This is an optimization exercise on Yosys and OpenROAD, whose aim is small area, a short achievable clock period and few clock cycles, not a production implementation. Where RTL was checked, it was by simulation tests only, not by an equivalence proof against the original. Function not checked in run 2: the RTL went through the layout flow alone.

### design/flow/design.v
module lcm 
#(
    parameter DW = 8 
)(
    input  logic              clk      ,
    input  logic              rst_n    ,
    input  logic[DW-1:0]      data_a   ,       
    input  logic[DW-1:0]      data_b   ,       
    output logic[DW*2-1:0]    lcm_o    , 
    output logic[DW-1:0]      gcd_o      
);
    localparam DATA_MAX = 2**DW ;
    wire [DW-1:0] max_i = data_a > data_b ? data_a : data_b ;
    wire [DW-1:0] min_i = data_a > data_b ? data_b : data_a ;
    logic[DW-1:0] tmp ;
    logic[DW-1:0] res_a, res_b;    
    logic         done ;
    always_comb begin
        res_a = max_i;
        res_b = min_i;
        tmp   = res_a ;
        done  = 1'b0 ;
        for(int i=0; i<DATA_MAX; i++) begin
            if(done) begin
            end
            else if(res_a > res_b) begin
                tmp   = res_a ;
                res_a = tmp - res_b ;
            end
            else if(res_a < res_b) begin
                tmp   = res_a ;
                res_a = res_b ;
                res_b = tmp   ;        
            end
            else begin
                tmp   = res_a ;
                done  = 1'b1 ;
            end
        end
    end
    assign gcd_o = tmp ;
    assign lcm_o = (gcd_o == '0) ? '0 : (data_a/gcd_o) * data_b ;
endmodule
module lcm_top 
#(
    parameter DW = 8 
)(
    input  logic              clk      ,
    input  logic              rst_n    ,
    input  logic              start    ,
    input  logic[DW-1:0]      data_a   ,       
    input  logic[DW-1:0]      data_b   ,       
    output logic              done     ,
    output logic[DW*2-1:0]    lcm_o    ,
    output logic[DW-1:0]      gcd_o     
);
    logic[DW-1:0]   a_r, b_r ;
    logic           busy     ;
    logic[DW*2-1:0] lcm_c    ;
    logic[DW-1:0]   gcd_c    ;
    lcm #(.DW(DW)) U_LCM (
        .clk    (clk   ),
        .rst_n  (rst_n ),
        .data_a (a_r   ),
        .data_b (b_r   ),
        .lcm_o  (lcm_c ),
        .gcd_o  (gcd_c )
    );
    always_ff @(posedge clk, negedge rst_n) begin
        if (!rst_n) begin
            busy <= 1'b0 ;
            done <= 1'b0 ;
        end
        else begin
            busy <= start ;
            done <= busy  ;
        end
    end
    always_ff @(posedge clk) begin
        if (start) begin
            a_r <= data_a ;
            b_r <= data_b ;
        end
        if (busy) begin
            lcm_o <= lcm_c ;
            gcd_o <= gcd_c ;
        end
    end
endmodule
### design/flow/run.sh
#!/bin/bash
# synth_recipe.tcl (not shown) runs the flow's synth.tcl, then flattens the netlist and writes it again
# the make line also repeats each setting of config.mk as NAME=value (left out here)
make -C /OpenROAD-flow-scripts/flow DESIGN_CONFIG=/design/flow/config.mk WORK_HOME=/design/flow/orfs CLKGATE_MAP_FILE= SYNTH_SCRIPT=/design/flow/synth_recipe.tcl finish
### design/flow/config.mk
export PLATFORM = sky130hd
export DESIGN_NAME = lcm_top
export DESIGN_NICKNAME = lcm_top
export VERILOG_FILES = /design/flow/design.v
export SDC_FILE = /design/flow/constraint.sdc
export NUM_CORES = 8
export LEC_CHECK = 0
export CAP_MARGIN = 20
export CORE_MARGIN = 2
export CORE_UTILIZATION = 40
export SLEW_MARGIN = 20
### design/flow/constraint.sdc
create_clock -name core_clock -period 820.0 [get_ports {clk}]
set_input_delay 164.0000 -clock core_clock [delete_from_list [all_inputs] [get_ports {clk}]]
set_output_delay 164.0000 -clock core_clock [all_outputs]
set_load 0.01 [all_outputs]
==> results of run 1 <==
## final cells by class
class | count | area (um^2) | share of cell area [%]
antenna | 9 | 22.5 | 0.00903
clock buffer | 5 | 125 | 0.0501
clock inverter | 2 | 33.8 | 0.0135
inverter | 1662 | 6300 | 2.53
multi-input combinational | 33000 | 225000 | 90.0
sequential | 42 | 1250 | 0.501
tap | 8092 | 10100 | 4.06
timing repair buffer | 919 | 7100 | 2.84
## registers in the layout, summed over array words and instances (netlist names)
register  count
done          1
busy          1
a_r           8
lcm_o        16
gcd_o         8
b_r           8
## logic make-up after synthesis
| family | count (synthesis) |
|---|---|
| AND/OR/NAND/NOR | 15300 |
| AO/OA/AOI/OAI | 13700 |
| buffers and inverters | 3017 |
| adder cells (fa/ha/maj) | 2482 |
| XOR/XNOR | 1461 |
| multiplexers | 164 |
| flip-flops | 42 |
| other | 1 |
## metal layers
metal  up-vias  track usage (%)  wire (um)
met2     22200             57.6     527000
met1    145000             50.2     505000
met4        20             16.4      71900
li1     135000                -          -
met5         -                0        180
met3      4492             6.38     140000
## cell usage after synthesis, types with 228 or more instances
master / instances / share of area [%]
o21ai_0: 1965 / 4.0
nand3_1: 840 / 1.7
a21o_1: 1295 / 4.0
o31ai_1: 391 / 1.2
fa_1: 314 / 2.6
o211ai_1: 484 / 1.5
nor2_1: 5127 / 7.8
xor2_1: 551 / 2.0
nor3_1: 1225 / 2.5
clkbuf_8: 991 / 5.6
o21a_1: 322 / 0.99
or2_2: 281 / 0.72
xnor2_1: 909 / 3.2
nand2b_1: 228 / 0.58
and2_1: 386 / 0.98
a21oi_1: 3087 / 6.3
or3_1: 261 / 0.67
nor2b_1: 282 / 0.72
inv_1: 1609 / 2.5
nand4_1: 739 / 1.9
a211oi_1: 461 / 1.4
ha_1: 2166 / 11
o22ai_1: 473 / 1.2
o21bai_1: 427 / 1.3
o21ai_1: 271 / 0.55
a31oi_1: 585 / 1.5
nand2_1: 3937 / 6.0
## timing repair
action	4_1_cts	5_1_grt
resized for setup	0	561
setup endpoints to repair	0	24
buffers inserted	0	105
## through the flow
step	instance area [um^2]	TNS [ns]	hold WS [ns]	instances
2_1_floorplan	245000	0	0.810	36100
3_3_place_gp	246000	0	0.387	43600
3_5_place_dp	246000	0	0.379	43600
4_1_cts	246000	0	0.396	43700
5_1_grt	249000	-1.41	0.407	43800
6_report	250000	0	0.386	43800
==> run summary, run 1 <==
* Fmax at 1.28 MHz
* Synth warnings at 2
* #FFs+latches synth at 42
* Vias in the first global route at 284000
* Worst hold path type: reg -> reg
* Post-synth EDFFs at 40
* Commonest non-fill, non-tap cells in the layout: nor2_1, nand2_1, a21oi_1
* Ys flop type: edfxtp_1
* Hold Path Depth at 0
* Hold_sp: busy$_DFF_PN0_
* Synth Area in Compound Gates at 40.6%
* Die ar. at 620000 um^2
* Period utilization at 95.2%
* Crit path required time at 820.10 ns
* MaxCap Viol Count at 0
* Core area at 611000 um^2
* TritonCTS buffer count at 5
* Clock Latency Late Sink at 0.35 ns
* Crit path from: b_r[1]$_DFFE_PP_
* First-pass GRT wire length at 1830000 um
* Avg Inst Size Synth at 6.80 um^2
* Die width at 787 um
* Post-synthesis instance area at 245000 um^2
* Post-synthesis cell count at 36100
* Residual DRC at 0
* Root buf cell: clkbuf_16
* Drt wl/cell at 28.4 um
* Synth Area in Adders at 13.6%
* Row Count at 287
* Worst Path Max Fanout at 32
* CTS Buffer Depth at 2
* CTS tree: built
* CP most frequent cell: nor2_1
* Ratio of cells with drive above 1 in the final layout at 13.8%
* Htree depth at 2
* Final hold vios at 0
* Final setup margin at 39.13 ns
* Synth unique cells at 236
* PortBufs at 43
* Initial antenna violation count at 19
* # clock sinks at 42
* Io pins at 44
* Simple-Gate Fraction of Synth Area at 30.0%
* HPWL after DPL at 1020000 um
* Area Growth Syn to Fin at 1.70%
* Largest net degree at the start of global routing at 37
* Critical path's slowest cell: a221oi_1
* Seq/Total Area, Yosys at 0.510%
* Max-slew violations at 0
* Top Family by Delay on Critical Path: simple AND/OR/NAND/NOR gates
* Via count at 307000
* Layout net count at 38200
* Endpoints failing setup at 0
* Setup crit end kind: register
* Drt pass-1 iters at 10
* Critical Path AT at 780.97 ns
* Antenna-violating nets left at 0
* Status: complete, no violations
* Total Routing Usage GR at 37.1%
* # fillers at 65600
* GRT overflow at 0
* CTS Hold Buffers Added at 0
* Most common cell after layout, fill and taps aside: nor2_1
* Buffer and inverter count on the worst path at 68
* Starting density of the core at 40.2%
* Die Ht at 787 um
* CP Launch Type: register
* Vias per cell at 7.01
* Setup Skew at 0.0204 ns
* Worst setup endpoint: lcm_o[15]$_SDFFCE_PN0P_
* Dpl ws at 9.67 ns
* Slew headroom at 13.0%
* DR iter-0 viols at 45800
* Crit path largest cell delay at 0.85 ns
* Async SR Flop Fraction at 4.76%
* Clock transition at path regs at 0.08 ns
* Worst hold path endpoint: done$_DFF_PN0_
* Drt total wl at 1240000 um
* Minimum clock period at 780.87 ns
* Placer Congestion at 1.10
* Multiplexer share of the synthesized area at 0.751%
* XOR/XNOR share of the synthesized area at 5.22%
* Crit path kind: reg -> reg
* Fin util at 40.8%
* Largest family of logic cells by synthesized area: compound AO/OA/AOI/OAI gates
* CP Depth at 712
Testbench counts, summed over its fixed seeds: cycles 6,408.
==> run 2, diff against run 1 <==
==> design/flow/design.v (replaced) <==
module lcm
#(
    parameter DW = 8
)(
    input  logic[DW-1:0]      data_a   ,
    input  logic[DW-1:0]      data_b   ,
    output logic[DW*2-1:0]    lcm_o    ,
    output logic[DW-1:0]      gcd_o
);
    function automatic [7:0] odd_part(input [7:0] v);
        reg [7:0] t;
        begin
            t = v;
            if (t[3:0] == 4'd0) t = {4'd0, t[7:4]};
            if (t[1:0] == 2'd0) t = {2'd0, t[7:2]};
            if (t[0]   == 1'b0) t = {1'd0, t[7:1]};
            odd_part = t;
        end
    endfunction
    function automatic [15:0] stage(input [7:0] x, input [7:0] y, input big);
        reg [7:0] d, t, m;
        reg       s, bw;
        integer   i;
        begin
            bw = 1'b0;
            for (i = 0; i < 8; i = i + 1) begin
                d[i] = x[i] ^ y[i] ^ bw;
                bw   = (~x[i] & y[i]) | (~(x[i] ^ y[i]) & bw);
            end
            s = bw;                        
            m = s ? x : y;
            t = d;
            if (big && t[3:0] == 4'd0) t = {{4{s}}, t[7:4]};
            if (t[1:0] == 2'd0)        t = {{2{s}}, t[7:2]};
            if (t[0]   == 1'b0)        t = {s, t[7:1]};
            stage = {m, t[7:1] ^ {7{s}}, t[0]};
        end
    endfunction
    logic [7:0]  x, y, o, s, ss, bs, r, q;
    logic [2:0]  k;
    logic        bw, qi, oi, rj;
    logic [15:0] st;
    always_comb begin
        x = odd_part(data_a);
        y = odd_part(data_b);
        for (int i = 0; i < 7; i++) begin
            st = stage(x, y, i < 5);
            x  = st[15:8];
            y  = st[7:0];
        end
        o = x | y;
        s  = data_a | data_b;
        ss = s;
        k[2] = (ss[3:0] == 4'd0);
        if (k[2]) ss = {4'd0, ss[7:4]};
        k[1] = (ss[1:0] == 2'd0);
        if (k[1]) ss = {2'd0, ss[7:2]};
        k[0] = (ss[0] == 1'b0);
        gcd_o = o;
        if (k[0]) gcd_o = {gcd_o[6:0], 1'd0};
        if (k[1]) gcd_o = {gcd_o[5:0], 2'd0};
        if (k[2]) gcd_o = {gcd_o[3:0], 4'd0};
        bs = data_b;
        if (k[0]) bs = {1'd0, bs[7:1]};
        if (k[1]) bs = {2'd0, bs[7:2]};
        if (k[2]) bs = {4'd0, bs[7:4]};
        r = data_a;
        for (int i = 0; i < 8; i++) begin
            qi   = r[i];
            q[i] = qi;
            bw   = 1'b0;
            for (int j = i + 1; j < 8; j++) begin
                oi   = o[j-i] & qi;
                rj   = r[j];
                r[j] = rj ^ oi ^ bw;
                bw   = (~rj & oi) | (~(rj ^ oi) & bw);
            end
        end
        lcm_o = mul8(q, bs);
    end
    function automatic [15:0] mul8(input [7:0] a, input [7:0] b);
        reg [15:0] ps, pc, pp, ns, p;
        reg        c;
        integer    i;
        begin
            ps = 16'd0;
            pc = 16'd0;
            for (i = 0; i < 8; i = i + 1) begin
                pp = {8'd0, a & {8{b[i]}}} << i;
                ns = ps ^ pc ^ pp;
                pc = ((ps & pc) | (ps & pp) | (pc & pp)) << 1;
                ps = ns;
            end
            c = 1'b0;
            for (i = 0; i < 16; i = i + 1) begin
                p[i] = ps[i] ^ pc[i] ^ c;
                c    = (ps[i] & pc[i]) | (ps[i] & c) | (pc[i] & c);
            end
            mul8 = p;
        end
    endfunction
endmodule
module lcm_top
#(
    parameter DW = 8
)(
    input  logic              clk      ,
    input  logic              rst_n    ,
    input  logic              start    ,
    input  logic[DW-1:0]      data_a   ,
    input  logic[DW-1:0]      data_b   ,
    output logic              done     ,
    output logic[DW*2-1:0]    lcm_o    ,
    output logic[DW-1:0]      gcd_o
);
    logic           busy  ;
    logic[DW*2-1:0] lcm_c ;
    logic[DW-1:0]   gcd_c ;
    logic[DW*3-1:0] r     ;
    lcm #(.DW(DW)) U_LCM (
        .data_a (r[DW-1:0]     ),
        .data_b (r[DW*2-1:DW]  ),
        .lcm_o  (lcm_c         ),
        .gcd_o  (gcd_c         )
    );
    always_ff @(posedge clk, negedge rst_n) begin
        if (!rst_n) begin
            busy <= 1'b0 ;
            done <= 1'b0 ;
        end
        else begin
            busy <= start ;
            done <= busy  ;
        end
    end
    always_ff @(posedge clk) begin
        if (start) r[DW*2-1:0] <= {data_b, data_a} ;
        else       r[DW*2-1:0] <= {lcm_c[DW-1:0], gcd_c} ;
        r[DW*3-1:DW*2] <= lcm_c[DW*2-1:DW] ;
    end
    assign gcd_o = r[DW-1:0] ;
    assign lcm_o = r[DW*3-1:DW] ;
endmodule
--- a/design/flow/config.mk
+++ b/design/flow/config.mk
@@ -5,6 +5,7 @@
 export SDC_FILE = /design/flow/constraint.sdc
 export NUM_CORES = 8
 export LEC_CHECK = 0
+export ABC_AREA = 1
 export CAP_MARGIN = 20
 export CORE_MARGIN = 2
 export CORE_UTILIZATION = 40
==> run summary, run 2 <==
* PortBufs at 43 (unchanged)
* Avg Inst Size Synth at 6.64 um^2 (-2.3%)
* Die width at 150 um (-81%)
* Setup Buffers After CTS at 0 (unchanged)
* Residual DRC at 0 (unchanged)
* Period utilization at 20.2% (-75 points)
* Initial antenna violation count at 0 (-19)
* Critical Path AT at 1.61 ns (-779.36 ns)
* Dpl ws at 654.31 ns (+644.64 ns)
* Post-synth EDFFs at 0 (-100%)
* Cell breakdown of the critical path: clkdlybuf4s50_1
* Largest net degree at the start of global routing at 27 (-27%)
* Hold_sp: busy$_DFF_PN0_
* Inst Count DP at 1580 (-96%)
* Dpl cell area at 9210 um^2 (-96%)
* CTS Hold Buffers Added at 0 (unchanged)
* Drt pass-1 iters at 5 (-5)
* Drt total wl at 22400 um (-98%)
* Crit path kind: reg -> out
* Clock Latency Late Sink at 0.27 ns (-0.08 ns)
* MaxCap Viol Count at 0 (unchanged)
* DR iter-0 viols at 454 (-99%)
* Die ar. at 22600 um^2 (-96%)
* Ratio of cells with drive above 1 in the final layout at 9.63% (-4.2 points)
* Routing usage on met3 at 2.06% (-4.3 points)
* Drt wl/cell at 14.1 um (-50%)
* TritonCTS buffer count at 3 (-2)
* Commonest non-fill, non-tap cells in the layout: nand2_1, inv_1, nand3_1
* Total Routing Usage GR at 21.1% (-16 points)
* Clock transition at path regs at 0.07 ns (about the same)
* Ys flop type: dfxtp_1
* Largest registers: r: 24 flops, busy: 1 flops, done: 1 flops
* Post-synthesis instance area at 8560 um^2 (-97%)
* HPWL after DPL at 19400 um (-98%)
* Synth warnings at 2 (unchanged)
* # fillers at 2256 (-97%)
* Worst-Margin Slew at 0.815 ns
* Top Family by Delay on Critical Path: flip-flops
* Met2 usage at 33.4% (-24 points)
* Area leader, netlist: fa_1
* Max FFs per register at 24 (+8)
* GRT overflow at 0 (unchanged)
* Most frequent cells after synthesis: nand2_1, inv_1, nand3_1
* CTS tree: built
* Setup Skew at 0.00416 ns (-0.0163 ns)
* First-pass GRT wire length at 39000 um (-98%)
* Finished Layout Cells at 1584 (-96%)
* GR peak layer: met2
* Vias per cell at 5.06 (-28%)
* Starting density of the core at 40.7% (+0.53 points)
* Io pins at 44 (unchanged)
* Htree depth at 1 (-1)
* Row Count at 53 (-82%)
* Crit path required time at 656.00 ns (-164.10 ns)
* Placer Congestion at 0.891 (-19%)
* Area Growth Syn to Fin at 8.83%
* CTS Buffer Depth at 2 (unchanged)
* Slew headroom at 45.5% (+33 points)
* Design Area, Final at 9310 um^2 (-96%)
* # clock sinks at 26 (-38%)
* Diodes inserted at 0 (-9)
* Worst Hold Slack at 0.368 ns (-0.0185 ns)
* Antenna-violating nets left at 0 (unchanged)
* Most frequent cell after synthesis: nand2_1
* Final hold vios at 0 (unchanged)
* Layout net count at 1469 (-96%)
* Fmax at 6.04 MHz (+370%)
* Crit path from: r[0]$_DFF_P_
* Root buf cell: clkbuf_16
* TNS Setup at 0 ns (unchanged)
* Seq/Total Area, Yosys at 6.20% (+5.7 points)
* Critical path's slowest cell: dfxtp_1
* Share of the synthesized area in the top cell type at 26.2% (+15 points)
* Most common cell after layout, fill and taps aside: nand2_1
* RSZ-0062 raised after global routing: no
* Max-slew violations at 0 (unchanged)
* Buffer and inverter count on the worst path at 1 (-99%)
* #FFs+latches synth at 26 (-38%)
* CP Launch Type: register
* Crit path largest cell delay at 0.68 ns (-0.17 ns)
* GR met1 Demand/Resource at 31.9% (-18 points)
* Setup crit end kind: output port
* Minimum clock period at 165.61 ns (-615.27 ns)
* Synth unique cells at 51 (-78%)
* Post-synthesis cell count at 1288 (-96%)
* Biggest register: r
* Worst Path Max Fanout at 12 (-63%)
* Worst hold path type: reg -> reg
* Via count at 8022 (-97%)
* Status: complete, no violations
* Core area at 21000 um^2 (-97%)
* Endpoints failing setup at 0 (unchanged)
* Final setup margin at 654.39 ns (+615.27 ns)
* Post-cts gate resize count at 0 (unchanged)
* Async SR Flop Fraction at 7.69% (+2.9 points)
* Crit Reg-Reg Startpoint: r[0]$_DFF_P_
* Largest cells by area after synthesis: fa_1, nand2_1, nand3_1
* Die Ht at 150 um (-81%)
* Vias in the first global route at 7870 (-97%)
==> run 2: changes by cell type in the layout (fill, tap and decap cells not counted), sizes merged, moves of 1384 or more <==
cell and change:
o21ai -2290, a21o -1384, inv -1463, nor2 -5220, a21oi -3276, ha -2138
nand2 -3742
==> run 2: cell families (layout without fill, tap and decap cells) <==
group	Yosys count	count (layout)	share of synthesized area [%]
adders and majority gates	140	140	30.3
muxes	2	2	0.249
xor gates and xnor gates	20	20	2.49
and+or+nand+nor	738	738	40.3
buffers and inverters	217	238	9.96
AOI/OAI and AO/OA	145	145	10.5
DFF	26	26	6.20
==> run 2: final timing paths <==
| kind | end | slack [ns] | cells after the start |
|---|---|---|---|
| worst max-delay path | gcd_o[0] | 654.39 | 1 |
| worst min-delay path | done$_DFF_PN0_ | 0.37 | 0 |
| worst max register to register | r[22]$_DFF_P_ | 780.69 | 148 |
| worst min register to register | done$_DFF_PN0_ | 0.37 | 0 |
| max in group asynchronous | busy$_DFF_PN0_ | 656.01 | 1 |
| min in group asynchronous | busy$_DFF_PN0_ | 163.88 | 1 |
==> run 2: stage by stage <==
stage,utilization (%)
finish,44.3
global placement,43.8
detailed placement,43.8
CTS,44.3
floorplan,-
global route,44.3
==> run 2: final cells by class <==
type | count | area (um^2) | area share (%)
Clock buffer | 3 | 75.1 | 0.806
Clock inverter | 1 | 30.0 | 0.322
Inverter | 190 | 721 | 7.74
Multi-Input combinational cell | 1045 | 7170 | 77.0
Sequential cell | 26 | 531 | 5.70
Tap cell | 275 | 344 | 3.70
Timing Repair Buffer | 44 | 438 | 4.70
==> run 2: per-layer routing <==
layer  vias to the layer above  wire (um)
met5                         -          0
met4                         0        194
met3                        14        879
met2                       143       9900
met1                      3768      11400
li1                       4097          -
==> run 3, diff against run 2 <==
--- a/design/flow/design.v
+++ b/design/flow/design.v
@@ -17,23 +17,31 @@
             odd_part = t;
         end
     endfunction
-    function automatic [15:0] stage(input [7:0] x, input [7:0] y, input big);
-        reg [7:0] d, t, m;
+    function automatic [15:0] stage(input [7:0] x, input [7:0] y,
+                                    input integer w, input integer wxo);
+        reg [7:0] d, u, m, yo;
         reg       s, bw;
         integer   i;
         begin
             bw = 1'b0;
-            for (i = 0; i < 8; i = i + 1) begin
+            d  = 8'd0;
+            for (i = 0; i < w; i = i + 1) begin
                 d[i] = x[i] ^ y[i] ^ bw;
                 bw   = (~x[i] & y[i]) | (~(x[i] ^ y[i]) & bw);
             end
             s = bw;                        
-            m = s ? x : y;
-            t = d;
-            if (big && t[3:0] == 4'd0) t = {{4{s}}, t[7:4]};
-            if (t[1:0] == 2'd0)        t = {{2{s}}, t[7:2]};
-            if (t[0]   == 1'b0)        t = {s, t[7:1]};
-            stage = {m, t[7:1] ^ {7{s}}, t[0]};
+            m = 8'd0;
+            for (i = 0; i < wxo; i = i + 1)
+                m[i] = s ? x[i] : y[i];
+            u = d ^ {8{s}};
+            for (i = w; i < 8; i = i + 1) u[i] = 1'b0;
+            if (w > 4 && d[3:0] == 4'd0) begin u = u >> 4; d = d >> 4; end
+            if (w > 2 && d[1:0] == 2'd0) begin u = u >> 2; d = d >> 2; end
+            if (d[0] == 1'b0)            begin u = u >> 1; end
+            yo = y;
+            for (i = 0; i < w; i = i + 1) yo[i] = u[i];
+            yo[0] = u[0] | s;
+            stage = {m, yo};
         end
     endfunction
     logic [7:0]  x, y, o, s, ss, bs, r, q;
@@ -43,12 +51,16 @@
     always_comb begin
         x = odd_part(data_a);
         y = odd_part(data_b);
-        for (int i = 0; i < 7; i++) begin
-            st = stage(x, y, i < 5);
-            x  = st[15:8];
-            y  = st[7:0];
-        end
-        o = x | y;
+        st = stage(x, y, 8, 8); x = st[15:8]; y = st[7:0];
+        st = stage(x, y, 8, 7); x = st[15:8]; y = st[7:0];
+        st = stage(x, y, 7, 6); x = st[15:8]; y = st[7:0];
+        st = stage(x, y, 6, 5); x = st[15:8]; y = st[7:0];
+        st = stage(x, y, 5, 4); x = st[15:8]; y = st[7:0];
+        st = stage(x, y, 4, 3); x = st[15:8]; y = st[7:0];
+        bw = 1'b0;
+        for (int i = 0; i < 3; i++)
+            bw = (~x[i] & y[i]) | (~(x[i] ^ y[i]) & bw);
+        o = ((x[0] & bw) | ~y[0]) ? x : y;
         s  = data_a | data_b;
         ss = s;
         k[2] = (ss[3:0] == 4'd0);
==> design/flow/flow/run.sh (new file) <==
#!/bin/bash
# Own layout flow: the standard ORFS flow (standard.sh) with two changes
# to how the layout is made:
#  - the ABC script that maps the combinational logic to cells is an
#    area-oriented one (flow/abc_area.script) instead of ORFS's, which
#    sizes cells up for speed the design does not need;
#  - the port buffers are the smallest buffer, sky130_fd_sc_hd__buf_1.
# The registers, their names and cell types, the constraints, floorplan,
# power grid, tap cells, clock tree and routing are the standard flow's.
set -euo pipefail
W=$PWD
rm -rf "$W/scripts_own"
mkdir -p "$W/scripts_own"
cp -r "$FLOW_HOME/scripts/." "$W/scripts_own/"
cp "$W/flow/abc_area.script" "$W/scripts_own/abc_area.script"
export SCRIPTS_DIR="$W/scripts_own"
export BUFFER_PORTS_ARGS="-buffer_cell sky130_fd_sc_hd__buf_1"
bash "$W/standard.sh" finish > "$W/standard_flow.log" 2>&1
==> design/flow/flow/abc_area.script (new file) <==
strash
dc2
dch -f
amap
topo
==> design/flow/standard.sh (new file) <==
#!/bin/bash
# synth_recipe.tcl (not shown) runs the flow's synth.tcl, then flattens the netlist and writes it again
# the make line also repeats each setting of config.mk as NAME=value (left out here)
make -C /OpenROAD-flow-scripts/flow DESIGN_CONFIG=/design/flow/config.mk WORK_HOME=/design/flow/orfs CLKGATE_MAP_FILE= SYNTH_SCRIPT=/design/flow/synth_recipe.tcl "${@:-finish}"
removed: design/flow/run.sh
==> run summary, run 3 <==
* Vias in the first global route at 5278 (-33%)
* Residual DRC at 0 (unchanged)
* Fin util at 44.9% (+0.60 points)
* Endpoints failing setup at 0 (unchanged)
* Core area at 14000 um^2 (-33%)
* Cell breakdown of the critical path: buf_1, clkinv_1, nand2_1, o221ai_1
* #FFs+latches synth at 26 (unchanged)
* Period utilization at 20.2% (-0.041 points)
* Clock Latency Late Sink at 0.27 ns (about the same)
* Most common cell after layout, fill and taps aside: clkinv_1
* Clock transition at path regs at 0.08 ns (about the same)
* Io pins at 44 (unchanged)
* Avg Inst Size Synth at 7.72 um^2 (+16%)
* Slew headroom at 32.0% (-14 points)
* Largest cells by area after synthesis: fa_1, clkinv_1, dfxtp_1
* Final hold vios at 0 (unchanged)
* Diodes inserted at 0 (unchanged)
* Drt pass-1 iters at 5 (unchanged)
* Via count at 5640 (-30%)
* Die Ht at 124 um (-17%)
* Layout net count at 935 (-36%)
* Share of the synthesized area in the top cell type at 33.0% (+6.8 points)
* Largest registers: r: 24 flops, busy: 1 flops, done: 1 flops
* Ys flop type: dfxtp_1
* Status: complete, no violations
* Post-synth EDFFs at 0 (unchanged)
* Async SR Flop Fraction at 7.69% (unchanged)
* GRT overflow at 0 (unchanged)
* Synth warnings at 2 (unchanged)
* TNS Setup at 0 ns (unchanged)
* Post-cts gate resize count at 0 (unchanged)
* Area leader, netlist: fa_1
* Post-synthesis instance area at 5770 um^2 (-33%)
* Fmax at 6.05 MHz (+0.20%)
* Met3 wire len at 746 um (-15%)
* Most frequent cell after synthesis: clkinv_1
* Critical path's slowest cell: buf_1
* First-pass GRT wire length at 26100 um (-33%)
* Synth unique cells at 39 (-24%)
* DR iter-0 viols at 429 (-5.5%)
* Worst-Margin Slew at 1.02 ns (+0.205 ns)
* Setup crit end kind: register
* Crit path kind: in -> reg
* Row Count at 43 (-19%)
* Design Area, Final at 6280 um^2 (-33%)
* Top layer reached by signal wires: met4
* Crit path required time at 820.14 ns (+164.14 ns)
* Setup Buffers After CTS at 0 (unchanged)
* Post-synthesis cell count at 747 (-42%)
* Worst hold path type: reg -> reg
* Max-slew violations at 0 (unchanged)
* Largest net degree at the start of global routing at 26 (-3.7%)
* Dpl cell area at 6170 um^2 (-33%)
* Top Family by Delay on Critical Path: buffers and inverters
* Ratio of cells with drive above 1 in the final layout at 0.878% (-8.7 points)
* Htree depth at 1 (unchanged)
* Die ar. at 15400 um^2 (-32%)
* Root buf cell: clkbuf_16
* Max FFs per register at 24 (unchanged)
* Die width at 124 um (-17%)
* MaxCap Viol Count at 0 (unchanged)
* PortBufs at 43 (unchanged)
* HPWL after DPL at 13200 um (-32%)
* Seq/Total Area, Yosys at 9.20% (+3.0 points)
* Total Routing Usage GR at 21.3% (+0.16 points)
* CP Launch Type: primary input
* Crit path largest cell delay at 0.74 ns (+0.06 ns)
* Buffer and inverter count on the worst path at 2 (+1)
* CTS Hold Buffers Added at 0 (unchanged)
* Starting density of the core at 41.2% (+0.52 points)
* Finished Layout Cells at 977 (-38%)
* CTS tree: built
* Drt total wl at 15600 um (-30%)
* Biggest register: r
* Critical Path AT at 165.41 ns (+163.80 ns)
* Minimum clock period at 165.27 ns (-0.336 ns)
* CTS Buffer Depth at 2 (unchanged)
* Worst Path Max Fanout at 24 (+12)
* Setup Skew at 0.00519 ns (+0.00103 ns)
* # clock sinks at 26 (unchanged)
* Commonest non-fill, non-tap cells in the layout: clkinv_1, nor2_1, fa_1
* Initial antenna violation count at 0 (unchanged)
* Area Growth Syn to Fin at 8.92% (about the same)
* TritonCTS buffer count at 3 (unchanged)
* Inst Count DP at 973 (-38%)
* Drt wl/cell at 15.9 um (+13%)
* Met1 wire length at 7460 um (-34%)
* Vias per cell at 5.77 (+14%)
* Antenna-violating nets left at 0 (unchanged)
* RSZ-0062 raised after global routing: no
* Most frequent cells after synthesis: clkinv_1, nor2_1, fa_1
* DR WL met2 at 7200 um (-27%)
* Placer Congestion at 0.925 (+3.9%)
==> run 3: per-layer routing <==
layer | GRT usage [%] | up-vias
met4 | 3.09 | 0
met3 | 1.60 | 15
met1 | 31.2 | 2721
met2 | 35.2 | 171
li1 | - | 2733
met5 | 0 | -
==> run 3: cell type report <==
cell class	count	area, um^2
Fill cell	1419	7710
Multi-Input combinational cell	587	4730
Sequential cell	26	531
Inverter	134	503
Tap cell	180	225
Timing Repair Buffer	46	184
Clock buffer	3	75.1
Clock inverter	1	30.0
==> run 3: worst paths after layout <==
check | start | end | slack, ns | depth (start not counted)
min in group asynchronous | rst_n | busy$_DFF_PN0_ | 163.52 | 1
setup reg to reg | r[0]$_DFF_P_ | r[22]$_DFF_P_ | 782.40 | 127
hold / removal | busy$_DFF_PN0_ | done$_DFF_PN0_ | 0.38 | 0
max in group asynchronous | rst_n | busy$_DFF_PN0_ | 656.33 | 1
hold reg to reg | busy$_DFF_PN0_ | done$_DFF_PN0_ | 0.38 | 0
setup / recovery | start | r[5]$_DFF_P_ | 654.73 | 4
==> run 3: worst reg2reg max path: cells and delay by family, from the launching register on <==
kind / cells / cell delay, ns
flip-flops: 1 / 0.40
adder cells (fa/ha/maj): 61 / 23.45
AND/OR/NAND/NOR: 14 / 2.59
buffers and inverters: 27 / 3.92
AO/OA/AOI/OAI: 25 / 7.16
==> run 3: cell families after synthesis <==
kind of cell,after synthesis,synth area share (%)
buf+inv,134,8.72
fa+ha+maj,118,38.0
simple gates,241,18.6
flops,26,9.20
compound gates,228,25.5
==> run 3: metrics by stage <==
stage	setup WS (ns)	hold WS (ns)
5_1_grt	654.62	0.394
3_3_place_gp	654.56	0.382
2_1_floorplan	655.44	0.331
6_report	654.73	0.376
4_1_cts	654.78	0.383
3_5_place_dp	654.49	0.366
Testbench counts of run 3, summed over its fixed seeds: cycles 6,408.
==> run 4, diff against run 3 <==
--- a/design/flow/config.mk
+++ b/design/flow/config.mk
@@ -9,4 +9,7 @@
 export CAP_MARGIN = 20
 export CORE_MARGIN = 2
 export CORE_UTILIZATION = 40
+export CTS_BUF_LIST = sky130_fd_sc_hd__clkbuf_8
+export CTS_CLUSTER_DIAMETER = 500
+export CTS_CLUSTER_SIZE = 50
 export SLEW_MARGIN = 20
==> run summary, run 4 <==
* Status: complete, no violations
* Synth unique cells at 39 (unchanged)
* Row Count at 43 (unchanged)
* PortBufs at 43 (unchanged)
* Starting density of the core at 41.2% (unchanged)
* Largest registers: r: 24 flops, busy: 1 flops, done: 1 flops
* Ys flop type: dfxtp_1
* Hold_sp: busy$_DFF_PN0_
* Die width at 124 um (unchanged)
* HPWL after DPL at 13200 um (unchanged)
* Storage element area at 531 um^2 (unchanged)
* Multi-input combinational cell area at 4730 um^2 (unchanged)
* Max FFs per register at 24 (unchanged)
* Post-cts gate resize count at 0 (unchanged)
* Period utilization at 20.1% (about the same)
* Flop-to-flop setup slack at 782.38 ns (-0.02 ns)
* Worst-Margin Slew at 1.03 ns (+0.00789 ns)
* Worst hold path endpoint: done$_DFF_PN0_
* Vias per cell at 5.71 (-1.0%)
* Inst Count DP at 973 (unchanged)
* Dpl ws at 654.49 ns (unchanged)
* First-pass GRT wire length at 26000 um (-0.37%)
* Fin util at 44.7% (-0.24 points)
* Placer Congestion at 0.925 (unchanged)
* CP Launch Type: primary input
* Most frequent cells after synthesis: clkinv_1, nor2_1, fa_1
* Setup Skew at 0.00144 ns (-0.00376 ns)
* Hold Path Depth at 0 (unchanged)
* Drt total wl at 15500 um (-0.28%)
* # fillers at 1427 (+0.56%)
* Post-synth EDFFs at 0 (unchanged)
* # clock sinks at 26 (unchanged)
* Setup Buffers After CTS at 0 (unchanged)
* Final setup margin at 654.78 ns (+0.0540 ns)
* #FFs+latches synth at 26 (unchanged)
* Core area at 14000 um^2 (unchanged)
* Most common cell after layout, fill and taps aside: clkinv_1
* Via count at 5583 (-1.0%)
* Crit Reg-Reg Startpoint: r[0]$_DFF_P_
* Crit path required time at 820.18 ns (+0.04 ns)
* Seq/Total Area, Yosys at 9.20% (unchanged)
* DR iter-0 viols at 403 (-6.1%)
* Root buf cell: clkbuf_8
* Drt pass-1 iters at 5 (unchanged)
* MaxCap Viol Count at 0 (unchanged)
* Htree depth at 1 (unchanged)
* Endpoints failing setup at 0 (unchanged)
* Setup crit end kind: register
* Finished Layout Cells at 977 (unchanged)
* Largest cells by area after synthesis: fa_1, clkinv_1, dfxtp_1
* Die Ht at 124 um (unchanged)
* Diodes inserted at 0 (unchanged)
* Post-synthesis cell count at 747 (unchanged)
* Crit path kind: in -> reg
* Clock Latency Late Sink at 0.28 ns (about the same)
* R2r endpoint: r[22]$_DFF_P_
* Critical Path AT at 165.39 ns (-0.02 ns)
* Final hold vios at 0 (unchanged)
* Antenna-violating nets left at 0 (unchanged)
* Largest net degree at the start of global routing at 26 (unchanged)
* TNS Setup at 0 ns (unchanged)
* Residual DRC at 0 (unchanged)
* Slew headroom at 30.8% (-1.3 points)
* Most frequent cell after synthesis: clkinv_1
* Die ar. at 15400 um^2 (unchanged)
* Area leader, netlist: fa_1
* Io pins at 44 (unchanged)
* Clock transition at path regs at 0.10 ns (+0.02 ns)
* Layout net count at 935 (unchanged)
* Minimum clock period at 165.22 ns (-0.0540 ns)
* TritonCTS buffer count at 3 (unchanged)
* Total Routing Usage GR at 21.1% (-0.14 points)
* GRT overflow at 0 (unchanged)
* CTS Hold Buffers Added at 0 (unchanged)
* CTS Buffer Depth at 2 (unchanged)
* R2R depth at 127 (unchanged)
* Max-slew violations at 0 (unchanged)
* Post-synthesis instance area at 5770 um^2 (unchanged)
* Drt wl/cell at 15.9 um (-0.28%)
* Worst Path Max Fanout at 24 (unchanged)
* Initial antenna violation count at 0 (unchanged)
* Fmax at 6.05 MHz (about the same)
* Vias in the first global route at 5262 (-0.30%)
* RSZ-0062 raised after global routing: no
* Worst hold path type: reg -> reg
* Synth warnings at 2 (unchanged)
* Async SR Flop Fraction at 7.69% (unchanged)
* Avg Inst Size Synth at 7.72 um^2 (unchanged)
* Commonest non-fill, non-tap cells in the layout: clkinv_1, nor2_1, fa_1
* Area Growth Syn to Fin at 8.33%
* Ratio of cells with drive above 1 in the final layout at 0.878% (unchanged)
* Biggest register: r
* Share of the synthesized area in the top cell type at 33.0% (unchanged)
* CTS tree: built
-- run 4: changes by cell type in the layout (fill, tap and decap cells not counted) --
cell / previous run / this run
clkbuf_16: 3 / 0
clkbuf_8: 0 / 3
-- run 4: critical path, stage by stage --
cell	delay (ns)
buf_1	0.70
nor2_1	0.28
o221a_1	0.19
a21oi_1	0.12
o21ai_0	0.09
-- run 4: layout make-up --
type / count / share of cell area (%)
Timing Repair Buffer: 46 / 2.94
Multi-Input combinational cell: 587 / 75.8
Tap cell: 180 / 3.61
Inverter: 134 / 8.05
Clock buffer: 3 / 0.661
Sequential cell: 26 / 8.49
Clock inverter: 1 / 0.481
-- run 4: per-layer routing --
metal	GRT usage, %	vias up	routed length [um]
met5	0	-	0
met2	34.7	143	7180
met3	1.10	12	619
li1	-	2730	-
met4	2.67	0	157
met1	31.6	2698	7580
-- run 4: cell families after synthesis --
kind of cell	after synthesis	synth area share, %
AO/OA/AOI/OAI	228	25.5
adder cells (fa/ha/maj)	118	38.0
buffers and inverters	134	8.72
flip-flops	26	9.20
AND/OR/NAND/NOR	241	18.6
-- run 4: how the worst max path moves through the flow --
stage / to / from
global route: r[7]$_DFF_P_ / start
global placement: r[7]$_DFF_P_ / start
floorplan: r[6]$_DFF_P_ / start
CTS: r[5]$_DFF_P_ / start
detailed placement: r[6]$_DFF_P_ / start
finish: r[6]$_DFF_P_ / start
-- run 4: through the flow --
| stage | cell area, um^2 | hold WS, ns |
|---|---|---|
| 2_1_floorplan | 5770 | 0.331 |
| 3_3_place_gp | 6170 | 0.382 |
| 3_5_place_dp | 6170 | 0.366 |
| 4_1_cts | 6250 | 0.390 |
| 5_1_grt | 6250 | 0.401 |
| 6_report | 6250 | 0.386 |
==> run 5, diff against run 4 <==
==> design/flow/run.sh (new file) <==
#!/bin/bash
# synth_recipe.tcl (not shown) runs the flow's synth.tcl, then flattens the netlist and writes it again
# the make line also repeats each setting of config.mk as NAME=value (left out here)
make -C /OpenROAD-flow-scripts/flow DESIGN_CONFIG=/design/flow/config.mk WORK_HOME=/design/flow/orfs CLKGATE_MAP_FILE= SYNTH_SCRIPT=/design/flow/synth_recipe.tcl finish
--- a/design/flow/config.mk
+++ b/design/flow/config.mk
@@ -9,7 +9,4 @@
 export CAP_MARGIN = 20
 export CORE_MARGIN = 2
 export CORE_UTILIZATION = 40
-export CTS_BUF_LIST = sky130_fd_sc_hd__clkbuf_8
-export CTS_CLUSTER_DIAMETER = 500
-export CTS_CLUSTER_SIZE = 50
 export SLEW_MARGIN = 20
removed: design/flow/flow/run.sh
removed: design/flow/flow/abc_area.script
removed: design/flow/standard.sh
==> run summary, run 5 <==
* Most common cell after layout, fill and taps aside: nand2_1
* Diodes inserted at 0 (unchanged)
* Max-slew violations at 0 (unchanged)
* Final setup margin at 654.37 ns (-0.411 ns)
* Slew headroom at 45.1% (+14 points)
* Period utilization at 20.2% (+0.050 points)
* Drt wl/cell at 13.7 um (-14%)
* Endpoints failing setup at 0 (unchanged)
* Avg Inst Size Synth at 6.75 um^2 (-13%)
* Storage element area at 531 um^2 (unchanged)
* Synth unique cells at 50 (+28%)
* Minimum clock period at 165.63 ns (+0.411 ns)
* Core area at 16600 um^2 (+19%)
* # clock sinks at 26 (unchanged)
* Placer Congestion at 0.878 (-5.1%)
* Most frequent cells after synthesis: nand2_1, inv_1, nor2_1
* Crit path required time at 656.00 ns (-164.18 ns)
* Flop-to-flop setup slack at 785.07 ns (+2.69 ns)
* Share of the synthesized area in the top cell type at 27.8% (-5.2 points)
* Final hold vios at 0 (unchanged)
* TritonCTS buffer count at 3 (unchanged)
* Critical path's slowest cell: dfxtp_1
* Worst hold path type: reg -> reg
* Hold_sp: busy$_DFF_PN0_
* Worst Path Max Fanout at 12 (-50%)
* Setup Skew at 0.00935 ns (+0.00791 ns)
* Vias per cell at 5.05 (-12%)
* Post-cts gate resize count at 0 (unchanged)
* Setup Buffers After CTS at 0 (unchanged)
* Via count at 6349 (+14%)
* Met2 usage at 34.8% (+0.094 points)
* Worst Hold Slack at 0.370 ns (-0.0164 ns)
* Area Growth Syn to Fin at 9.52%
* R2r endpoint: r[22]$_DFF_P_
* Largest registers: r: 24 flops, busy: 1 flops, done: 1 flops
* Routing usage on met3 at 1.01% (-0.085 points)
* Inst Count DP at 1254 (+29%)
* DR iter-0 viols at 336 (-17%)
* Most frequent cell after synthesis: nand2_1
* MaxCap Viol Count at 0 (unchanged)
* CTS Buffer Depth at 2 (unchanged)
* Crit path largest cell delay at 0.69 ns (about the same)
* Die ar. at 18100 um^2 (+18%)
* First-pass GRT wire length at 30500 um (+17%)
* Antenna-violating nets left at 0 (unchanged)
* Row Count at 47 (+9.3%)
* GRT overflow at 0 (unchanged)
* Biggest register: r
* Setup crit end kind: output port
* Largest net degree at the start of global routing at 27 (+3.8%)
* Clock transition at path regs at 0.08 ns (-0.02 ns)
* CP Launch Type: register
* Seq/Total Area, Yosys at 7.76% (-1.4 points)
* Multi-input combinational cell area at 5570 um^2 (+18%)
* Root buf cell: clkbuf_16
* #FFs+latches synth at 26 (unchanged)
* Commonest non-fill, non-tap cells in the layout: nand2_1, inv_1, nor2_1
* Ys flop type: dfxtp_1
* Max FFs per register at 24 (unchanged)
* Crit Reg-Reg Startpoint: r[0]$_DFF_P_
* Cell breakdown of the critical path: clkdlybuf4s50_1
* Io pins at 44 (unchanged)
* Dpl ws at 654.21 ns (-0.280 ns)
* TNS Setup at 0 ns (unchanged)
* Die Ht at 135 um (+8.6%)
* # fillers at 1782 (+25%)
* Top Family by Delay on Critical Path: flip-flops
* CTS Hold Buffers Added at 0 (unchanged)
* RSZ-0062 raised after global routing: no
* Initial antenna violation count at 0 (unchanged)
* Die width at 135 um (+8.6%)
* Async SR Flop Fraction at 7.69% (unchanged)
* Synth warnings at 2 (unchanged)
* GR peak layer: met2
* Clock Latency Late Sink at 0.28 ns (about the same)
* Status: complete, no violations
* Starting density of the core at 41.1% (-0.15 points)
* PortBufs at 43 (unchanged)
* Drt total wl at 17300 um (+11%)
* Finished Layout Cells at 1258 (+29%)
* R2R depth at 138 (+8.7%)
* Post-synth EDFFs at 0 (unchanged)
* Fmax at 6.04 MHz (-0.25%)
* Critical Path AT at 1.63 ns (-163.76 ns)
* Crit path kind: reg -> out
* Total Routing Usage GR at 20.5% (-0.66 points)
* Simple-Gate Fraction of Synth Area at 33.7% (+15 points)
* Worst hold path endpoint: done$_DFF_PN0_
* Synth Area in Compound Gates at 12.7% (-13 points)
* Layout net count at 1176 (+26%)
* Hold Path Depth at 0 (unchanged)
* Buffer and inverter count on the worst path at 1 (unchanged)
* Htree depth at 1 (unchanged)
* Vias in the first global route at 6410 (+22%)
* Post-synthesis cell count at 1012 (+35%)
* Ratio of cells with drive above 1 in the final layout at 8.00% (+7.1 points)
* Worst-Margin Slew at 0.821 ns (-0.207 ns)
* Largest cells by area after synthesis: fa_1, nand2_1, inv_1
* Area leader, netlist: fa_1
* Synth Area in Adders at 32.0% (-5.9 points)
* XOR/XNOR share of the synthesized area at 2.56% (+2.6 points)
* Post-synthesis instance area at 6830 um^2 (+19%)
* HPWL after DPL at 14700 um (+11%)
* CTS tree: built
* Multiplexer share of the synthesized area at 0.604% (+0.60 points)
* Residual DRC at 0 (unchanged)
* Drt pass-1 iters at 5 (unchanged)
* Largest family of logic cells by synthesized area: simple AND/OR/NAND/NOR gates
* GR met1 Demand/Resource at 29.0% (-2.6 points)
==> run 5: cell types whose count changed in the layout (fill, tap and decap cells not counted), moves of 48 or more <==
cell	change
nand2_1	+240
nand3_1	+48
clkinv_1	-133
inv_1	+141
o22ai_1	-57
==> run 5: metal layers <==
layer	vias to the layer above	share of wire (%)
met3	15	3.3
met2	115	46
met4	0	1.2
met1	2978	49
met5	-	0
li1	3241	-
==> run 5: layout make-up <==
type / count / area share [%]
multi-input combinational: 813 / 74.4
tap: 220 / 3.68
timing repair buffer: 43 / 5.75
clock inverter: 1 / 0.401
clock buffer: 3 / 1.00
inverter: 152 / 7.66
sequential: 26 / 7.09
==> run 5: through the flow <==
stage	utilization (%)	instance area [um^2]
after floorplan	-	6830
after global placement	44.3	7380
after detailed placement	44.3	7380
after CTS	45.0	7480
after global routing	45.0	7480
final	45.0	7480
==> run 5: worst register-to-register path, delay by kind of cell, from the launching register on <==
| family | cells | cell delay [ns] |
|---|---|---|
| adders and majority gates | 62 | 24.28 |
| AOI/OAI and AO/OA | 14 | 2.79 |
| DFF | 1 | 0.69 |
| buffers and inverters | 24 | 2.25 |
| xor gates and xnor gates | 3 | 0.62 |
| and+or+nand+nor | 35 | 4.20 |
==> run 5: how the worst max path moves through the flow <==
| stage | from | depth (start not counted) | endpoint |
|---|---|---|---|
| 2_1_floorplan | start | 4 | r[4]$_DFF_P_ |
| 3_3_place_gp | start | 4 | r[7]$_DFF_P_ |
| 3_5_place_dp | start | 4 | r[4]$_DFF_P_ |
| 4_1_cts | r[0]$_DFF_P_ | 1 | gcd_o[0] |
| 5_1_grt | start | 4 | r[4]$_DFF_P_ |
| 6_report | r[0]$_DFF_P_ | 1 | gcd_o[0] |
==> run 5: cells by family after synthesis <==
group | count (synthesis)
adders and majority gates | 118
muxes | 4
DFF | 26
xor gates and xnor gates | 20
buffers and inverters | 173
and+or+nand+nor | 522
AOI/OAI and AO/OA | 149

## separate check: timing with driven ports
No port has a modelled driver above. Below, the same layouts with a new extraction and two added sets of constraints.
Step 1 (the two cells are an assumption about what drives the block):
set clk [get_ports {clk}]
set_driving_cell -lib_cell sky130_fd_sc_hd__clkbuf_16 $clk
set_driving_cell -lib_cell sky130_fd_sc_hd__buf_2 [delete_from_list [all_inputs] $clk]
Step 2 times the ports against the registers' clock, not the clock port: input delays grow and output delays shrink by t, the midpoint of the rising clock arrivals with the driver on.
a / b / c = no drivers / after step 1 / after step 2; a / b = the first two.
| run | t (ns) | setup WS [ns] | hold slack, ns | clock arrival spread, ns | worst data-port slew with drivers (ns) |
|---|---|---|---|---|---|
| run 1 | 0.403 | 39.127 / 39.127 / 39.127 | 0.386 / 0.386 / 0.386 | 0.021 / 0.021 | 0.16 |
| run 2 | 0.300 | 654.394 / 654.362 / 654.289 | 0.368 / 0.368 / 0.368 | 0.004 / 0.004 | 0.05 |
| run 3 | 0.299 | 654.730 / 654.735 / 654.436 | 0.376 / 0.376 / 0.376 | 0.005 / 0.005 | 0.06 |
| run 4 | 0.306 | 654.784 / 654.785 / 654.478 | 0.386 / 0.386 / 0.386 | 0.001 / 0.001 | 0.06 |
| run 5 | 0.307 | 654.373 / 654.340 / 654.197 | 0.370 / 0.370 / 0.370 | 0.010 / 0.009 | 0.05 |
After both steps every run listed still meets setup and hold. For run 4, which loses most, drivers alone change the setup slack by +0.001 ns; drivers and shift together by -0.306 ns.
